Context: an optimization exercise on an open-source flow, tuned for small area. The choices shown serve that exercise and are no tape-out recipe. At most, simulation tests tie the RTL to the original design; equivalence was not proved. Power is estimated from default activity; no workload was simulated.

== run a ==
Design relogio_simples_top, start of the top module:
module relogio_simples_top(
    input wire btn_mode,
    input wire reset,
    input wire btn_start,
    input wire btn_change,
    input wire clk,
    output wire [6:0] HEX0,
    output wire [6:0] HEX1,
    output wire [6:0] HEX2,
    output wire [6:0] HEX3,
    output wire [6:0] HEX4,
    output wire [6:0] HEX5,
    output wire [2:0] LED
);
    function [3:0] u_next;
        input [3:0] q;
        begin
            u_next[0] = (~q[0]);
            u_next[1] = (~q[0] & q[1]) | (q[0] & ~q[1] & ~q[3]);
            u_next[2] = (~q[0] & q[2]) | (q[0] & q[1] & ~q[2]) | (~q[1] & q[2]);
            u_next[3] = (~q[0] & q[3]) | (q[0] & q[1] & q[2]);
        end
    endfunction
    function [0:0] u_is9;
        input [3:0] q;
        begin
            u_is9[0] = (q[0] & q[3]);
        end
    endfunction
    function [0:0] u_is3;
        input [3:0] q;
        begin
            u_is3[0] = (q[0] & q[1] & ~q[2]);
        end
    endfunction
    function [0:0] u_gt3;
        input [3:0] q;
        begin
            u_gt3[0] = (q[2]) | (q[3]);
        end
    endfunction
    function [6:0] u_seg;
        input [3:0] q;
        begin
            u_seg[0] = (~q[0] & ~q[1] & q[2]) | (q[0] & ~q[1] & ~q[2] & ~q[3]) | (q[1] & q[3]);
            u_seg[1] = (~q[0] & q[1] & q[2]) | (q[0] & ~q[1] & q[2]) | (q[1] & q[3]);
            u_seg[2] = (~q[0] & q[1] & ~q[2]) | (q[1] & q[3]);
            u_seg[3] = (~q[0] & ~q[1] & q[2]) | (q[0] & ~q[1] & ~q[2]) | (q[0] & q[1] & q[2]);
            u_seg[4] = (q[0]) | (~q[1] & q[2]);
  ...
Size in the first run: roughly 530 cells after synthesis, roughly 110 flip-flops, ~4600 µm² of cells after synthesis.
Settings: LEC_CHECK=0, CAP_MARGIN=20, CORE_MARGIN=2, CORE_UTILIZATION=40, SLEW_MARGIN=20; clock period 10.0 ns.
standard.sh (not shown) runs the stock make flow with config.mk's settings and CLKGATE_MAP_FILE= SYNTH_SCRIPT=/design/flow/synth_recipe.tcl, a recipe that flattens the netlist after the stock synthesis.
==> flow/flow/run.sh <==
#!/bin/bash
# Own layout flow: the standard ORFS flow (standard.sh) with
#  - synthesis: the standard script (synth_recipe.tcl), with ABC's mapping
#    script replaced by an area-oriented one (flow/area.abc); registers are
#    untouched, so their names, count and cells are the standard ones;
#  - port buffers of the smallest buffer (buf_1);
#  - a clock tree of clkbuf_8 without dummy loads;
#  - logic cells oversized by synthesis replaced by their smallest variant
#    before placement (flow/downsize.tcl); later repair steps resize as needed.
set -euo pipefail
here=$(pwd)
export FLOW_ABC_SCRIPT="$here/flow/area.abc"
export BUFFER_PORTS_ARGS="-buffer_cell sky130_fd_sc_hd__buf_1"
export CTS_ARGS="-sink_clustering_enable -repair_clock_nets -dont_use_dummy_load -buf_list {sky130_fd_sc_hd__clkbuf_8} -sink_clustering_size 25 -sink_clustering_max_diameter 100"
export PRE_GLOBAL_PLACE_TCL="$here/flow/downsize.tcl"
printf 'source %s\nsource %s\n' "$here/flow/abc_override.tcl" "$here/synth_recipe.tcl" > "$here/flow_synth.tcl"
bash standard.sh SYNTH_SCRIPT="$here/flow_synth.tcl" finish > "$here/standard_flow.log" 2>&1
==> flow/flow/abc_override.tcl <==
# Run Yosys's abc with the flow's own ABC script in place of ORFS's.
proc abc {args} {
  set i [lsearch -exact $args -script]
  if {$i >= 0} { lset args [expr {$i + 1}] $::env(FLOW_ABC_SCRIPT) }
  yosys abc {*}$args
}
==> flow/flow/area.abc <==
&get -n
&st
&deepsyn -T 10
&put
dch -f
amap
topo
==> flow/flow/downsize.tcl <==
# Replace each logic cell of drive strength above 1 by its _1 (or _0) variant
# when the library has one; timing is checked and repaired later in the flow.
set block [ord::get_db_block]
set n 0
foreach inst [$block getInsts] {
  set m [[$inst getMaster] getName]
  if {[regexp {^(sky130_fd_sc_hd__[a-z0-9]+)_([0-9]+)$} $m -> base drv]} {
    if {$drv > 1 && ![string match "*dfrtp*" $m] && ![string match "*clk*" $m]} {
      foreach d {1 0} {
        set cand "${base}_$d"
        if {[get_lib_cells -quiet */$cand] ne ""} {
          if {$cand ne $m} {
            replace_cell [$inst getName] $cand
            incr n
          }
          break
        }
      }
    }
  }
}
puts "downsize: replaced $n cells"
For run b, these inputs were changed with respect to run a:
--- a/flow/design.v
+++ b/flow/design.v
@@ -192,40 +192,36 @@
             if ((w_c4 & w_hwrap) | (ca & sel[5])) w_hd <= h_next(w_hd);
         end
     end
     reg [14:0] c_pre;
     reg [3:0] c_su, c_mu, c_hu;
     reg [2:0] c_sd, c_md;
     reg [1:0] c_hd;
-    wire c_clr = ~st[0] | btn_change | click_mode;
+    wire c_clr = ~st[0] | btn_change;
     wire c_tick = run & (&c_pre);
     wire c_c1 = c_tick & u_is9(c_su);
     wire c_c2 = c_c1 & t_is5(c_sd);
     wire c_c3 = c_c2 & u_is9(c_mu);
     wire c_c4 = c_c3 & t_is5(c_md);
     wire c_hwrap = u_is9(c_hu) | (h_is2(c_hd) & u_is3(c_hu));
-    always @(posedge clk)
-        if (c_clr) c_pre <= 15'd0;
-        else if (run) c_pre <= c_pre + 15'd1;
-    always @(posedge clk or negedge reset) begin
-        if (!reset) begin
+    always @(posedge clk) begin
+        if (c_clr) begin
+            c_pre <= 15'd0;
             c_su <= 4'd0; c_sd <= 3'd0; c_mu <= 4'd0; c_md <= 3'd0; c_hu <= 4'd0; c_hd <= 2'd0;
-        end else if (c_clr) begin
-            c_su <= 4'd0; c_sd <= 3'd0; c_mu <= 4'd0; c_md <= 3'd0; c_hu <= 4'd0; c_hd <= 2'd0;
-        end else begin
+        end else begin
+            if (run) c_pre <= c_pre + 15'd1;
             if (c_tick) c_su <= u_next(c_su);
             if (c_c1) c_sd <= t_next(c_sd);
             if (c_c2) c_mu <= u_next(c_mu);
             if (c_c3) c_md <= t_next(c_md);
             if (c_c4) c_hu <= c_hwrap ? 4'd0 : u_next(c_hu);
             if (c_c4 & c_hwrap) c_hd <= h_next(c_hd);
         end
     end
-    wire wm = ~st[0];
     wire bl = pisca_hi & st[1];
-    assign HEX0 = u_seg(c_su | (w_su & {4{wm}}) | {4{bl & sel[0]}});
-    assign HEX1 = t_seg(c_sd | (w_sd & {3{wm}}) | {3{bl & sel[1]}});
-    assign HEX2 = u_seg(c_mu | (w_mu & {4{wm}}) | {4{bl & sel[2]}});
-    assign HEX3 = t_seg(c_md | (w_md & {3{wm}}) | {3{bl & sel[3]}});
-    assign HEX4 = u_seg(c_hu | (w_hu & {4{wm}}) | {4{bl & sel[4]}});
-    assign HEX5 = h_seg(c_hd | (w_hd & {2{wm}}) | {2{bl & sel[5]}});
+    assign HEX0 = u_seg((st[0] ? c_su : w_su) | {4{bl & sel[0]}});
+    assign HEX1 = t_seg((st[0] ? c_sd : w_sd) | {3{bl & sel[1]}});
+    assign HEX2 = u_seg((st[0] ? c_mu : w_mu) | {4{bl & sel[2]}});
+    assign HEX3 = t_seg((st[0] ? c_md : w_md) | {3{bl & sel[3]}});
+    assign HEX4 = u_seg((st[0] ? c_hu : w_hu) | {4{bl & sel[4]}});
+    assign HEX5 = h_seg((st[0] ? c_hd : w_hd) | {2{bl & sel[5]}});
 endmodule
Results
Comparing the two runs side by side, run b comes out ahead of run a on post-route standard cell area excluding fillers. Taking run a as the reference point, the detailed-route via count of run b rises by 59. According to the power report, total power for run b is higher than for run a. Re met3 track demand over resource: run b is 0.97 points up on run a. Run b: non-clock buffer count is 6.1% higher than what run a reported.
Function not checked in run a: the RTL went through the layout flow alone.

-- what the ideal ports hide --
Ports are ideal in the flow. The routed layouts listed here were re-timed in OpenROAD. Step 1 (the two cells are an assumption about what drives the block):
set clk [get_ports {clk}]
set_driving_cell -lib_cell sky130_fd_sc_hd__clkbuf_16 $clk
set_driving_cell -lib_cell sky130_fd_sc_hd__buf_2 [delete_from_list [all_inputs] $clk]
Step 2 adds t to the input delays and takes it off the output delays; t is the mean of the earliest and latest rising clock arrival at the registers after step 1. Input paths then give back, and output paths get back, about the clock's delay inside the block. a / b / c = ideal / step 1 / step 2; a / b = the first two.
run | t (ns) | setup slack, ns | worst register clock-pin slew, ns | cell pins on the clock port's net
run a | 0.375 | 4.545 / 4.513 / 4.888 | 0.10 / 0.10 | 1
run b | 0.384 | 5.067 / 5.033 / 5.417 | 0.10 / 0.10 | 1
After both steps every run listed still meets setup and hold.
